Background: an optimization exercise with open tools, aiming at small area and a short achievable clock period. Do not read the settings as production practice. The RTL was checked by simulation tests, not by an equivalence proof against the original design. No activity file was given, so power comes from the tool's default toggle rates.

== run A ==
// MIPS_Single_Cycle
module MIPS_Single_Cycle
#(
	parameter DATA_WIDTH 	= 32
)
(
	input clk,
	input reset,
	input PCWrite, IorD, IRWrite, MemtoReg, RegWrite, ALUSrcA, CUS,
	input [1:0] ALUSrcB,
	input [3:0] ALUControl,
	input PCSrc,
	input  [31:0] mem_rdata,
	output [31:0] mem_addr,
	output [31:0] mem_wdata
	);
	reg [31:0] PC, IR, MDR, A, B, ALUOut;
	reg [32*32-1:32] rf;
	reg [31:1]      rf_valid;
	wire [4:0]  ra1 = IR[25:21];
	wire [4:0]  ra2 = IR[20:16];
	wire [4:0]  wa  = CUS ? IR[15:11] : IR[20:16];
	wire [31:0] wd  = MemtoReg ? ALUOut : MDR;
	reg  [31:1] we, sel1, sel2;
	wire [31:0] rd1, rd2;
	integer i;
	always @(*) begin
		for (i = 1; i < 32; i = i + 1) begin
			we[i]   = RegWrite & (wa == i);
			sel1[i] = rf_valid[i] & (ra1 == i);
			sel2[i] = rf_valid[i] & (ra2 == i);
		end
	end
	rf_read u_rd1 (.q(rf), .sel(sel1), .d(rd1));
	rf_read u_rd2 (.q(rf), .sel(sel2), .d(rd2));
	reg [32*32-1:32] rf_next;
	always @(*) begin
		for (i = 1; i < 32; i = i + 1)
			rf_next[i*32 +: 32] = (wd & {32{we[i]}}) | (rf[i*32 +: 32] & {32{~we[i]}});
	end
	always @(posedge clk)
		rf <= rf_next;
	always @(posedge clk or negedge reset) begin
		if (!reset)
			rf_valid <= 31'h0;
		else
			rf_valid <= rf_valid | we;
	end
	wire [31:0] SignImm = {{16{IR[15]}}, IR[15:0]};
	wire [3:0] binv_q;
	wire       binv, cin, s_sum, s_g, s_p;
	alu_ctl u_ctl (.op(ALUControl[2:0]), .binv(binv), .cin(cin),
	               .s_sum(s_sum), .s_g(s_g), .s_p(s_p));
	genvar gq;
	generate
		for (gq = 0; gq < 4; gq = gq + 1) begin : bq
  ...
clock: 5.0 ns
lec_check: 0
cap_margin: 20
core_margin: 2
core_utilization: 40
cts_buf_list: sky130_fd_sc_hd__clkbuf_16
cts_cluster_diameter: 65
cts_cluster_size: 28
setup_slack_margin: 2.5
slew_margin: 20
synth_hierarchical: 1
tns_end_percent: 5
run.sh (not shown) runs the stock make flow with config.mk's settings and CLKGATE_MAP_FILE= SYNTH_SCRIPT=/design/flow/synth_recipe.tcl, a recipe that flattens the netlist after the stock synthesis.
#### Input delta (run B over run A)
# run A
export LEC_CHECK = 0
export CAP_MARGIN = 20
export CORE_MARGIN = 2
export CORE_UTILIZATION = 40
export CTS_BUF_LIST = sky130_fd_sc_hd__clkbuf_16
export CTS_CLUSTER_DIAMETER = 65
export CTS_CLUSTER_SIZE = 28
export SETUP_SLACK_MARGIN = 2.5
export SLEW_MARGIN = 20
export SYNTH_HIERARCHICAL = 1
export TNS_END_PERCENT = 5
create_clock -name core_clock -period 5.0 [get_ports {clk}]
# run B
export LEC_CHECK = 0
export CAP_MARGIN = 20
export CORE_MARGIN = 2
export CORE_UTILIZATION = 40
export CTS_BUF_LIST = sky130_fd_sc_hd__clkbuf_16
export CTS_CLUSTER_DIAMETER = 65
export CTS_CLUSTER_SIZE = 28
export PLACE_DENSITY = 0.65
export SETUP_SLACK_MARGIN = 2.5
export SLEW_MARGIN = 20
export SYNTH_HIERARCHICAL = 1
export TNS_END_PERCENT = 5
create_clock -name core_clock -period 5.0 [get_ports {clk}]
--- outcome ---
- Relative to run A, relative area change from synthesis to final layout decreased by 1.5 points in run B.
- The met2 track utilization from global routing number comes out lower for run B vs run A.
- Relative to run A, first-pass GRT wire length decreased by 0.92% in run B.
Modified inputs, run C compared to run B
# run B
export LEC_CHECK = 0
export CAP_MARGIN = 20
export CORE_MARGIN = 2
export CORE_UTILIZATION = 40
export CTS_BUF_LIST = sky130_fd_sc_hd__clkbuf_16
export CTS_CLUSTER_DIAMETER = 65
export CTS_CLUSTER_SIZE = 28
export PLACE_DENSITY = 0.65
export SETUP_SLACK_MARGIN = 2.5
export SLEW_MARGIN = 20
export SYNTH_HIERARCHICAL = 1
export TNS_END_PERCENT = 5
create_clock -name core_clock -period 5.0 [get_ports {clk}]
# run C
export LEC_CHECK = 0
export CAP_MARGIN = 20
export CORE_MARGIN = 2
export CORE_UTILIZATION = 40
export CTS_BUF_LIST = sky130_fd_sc_hd__clkbuf_16
export CTS_CLUSTER_DIAMETER = 65
export CTS_CLUSTER_SIZE = 28
export PLACE_DENSITY = 0.75
export SETUP_SLACK_MARGIN = 2.5
export SLEW_MARGIN = 20
export SYNTH_HIERARCHICAL = 1
export TNS_END_PERCENT = 5
create_clock -name core_clock -period 5.0 [get_ports {clk}]
Notes after the runs:
Run C — final antenna diode count 6 lower, run B as reference
Total die area essentially unchanged between run B and run C.
On run C: non-clock buffering overhead in the final layout is 1.1 points lower than what run B gave.
The count of non-CTS buffers in the layout in run C is 0.919 times that in run B.
Run C leaves more setup margin than run B.

========
## before
MIPS_Single_Cycle, a different RTL version from the one above (not shown whole).
For scale: roughly 3,900 cells after synthesis, roughly 110 I/O pins, ~54,000 sq um of cells after synthesis.
make LEC_CHECK=0 CAP_MARGIN=20 CORE_MARGIN=2 CORE_UTILIZATION=40 CTS_BUF_LIST=sky130_fd_sc_hd__clkbuf_16 CTS_CLUSTER_DIAMETER=65 CTS_CLUSTER_SIZE=28 PLACE_DENSITY=0.65 SETUP_SLACK_MARGIN=2.5 SLEW_MARGIN=20 SYNTH_HIERARCHICAL=1 TNS_END_PERCENT=5 finish   # period 5.0 ns
### before -> after
--- a/flow/config.mk
+++ b/flow/config.mk
@@ -13,3 +13,2 @@
 export CTS_CLUSTER_SIZE = 28
-export PLACE_DENSITY = 0.65
 export SETUP_SLACK_MARGIN = 2.5
### Flow results
- after has completed all stages; timing, DRC and antenna checks passed.
- On design area, before beats after.
- Delta(met3 routing resource usage after global routing, after - before) > 0
- Compared with before, after degrades global-route wire length before repair.
- Run comparison: before worst-path cell with the longest stage delay sky130_fd_sc_hd__nor3b_1; after worst-path cell with the longest stage delay sky130_fd_sc_hd__clkdlybuf4s50_1
- Layout filler cell count ended up 0.73% lower on after than on before.
- Diff before -> after: internal power of the cells saw an increase; detailed-placement wirelength estimate saw an increase.

[re-timing with driven ports]
How much do the figures lean on ideal ports? The routed layouts below were timed once more, with nothing changed but the port constraints. Step 1 (the two cells are an assumption about what drives the block):
set clk [get_ports {clk}]
set_driving_cell -lib_cell sky130_fd_sc_hd__clkbuf_16 $clk
set_driving_cell -lib_cell sky130_fd_sc_hd__buf_2 [delete_from_list [all_inputs] $clk]
Step 2 also shifts input and output timing later by t, the mid clock arrival at the registers, as if the neighbouring blocks saw the same clock. Slacks: no drivers / after step 1 / after step 2; pairs: no drivers / after step 1.
run	t, ns	setup WS [ns]	worst register clock-pin slew, ns
run A	0.782	2.202 / 2.145 / 1.363	0.11 / 0.11
run B	0.758	2.106 / 2.057 / 1.346	0.11 / 0.11
run C	0.795	2.121 / 2.072 / 1.296	0.11 / 0.11
before	0.730	2.027 / 2.003 / 1.315	0.11 / 0.11
after	0.778	2.193 / 2.107 / 1.350	0.11 / 0.11
After both steps setup and hold are still met in every run listed. The setup slack of after, which loses most, moves by -0.086 ns with the drivers and by -0.843 ns with both steps.
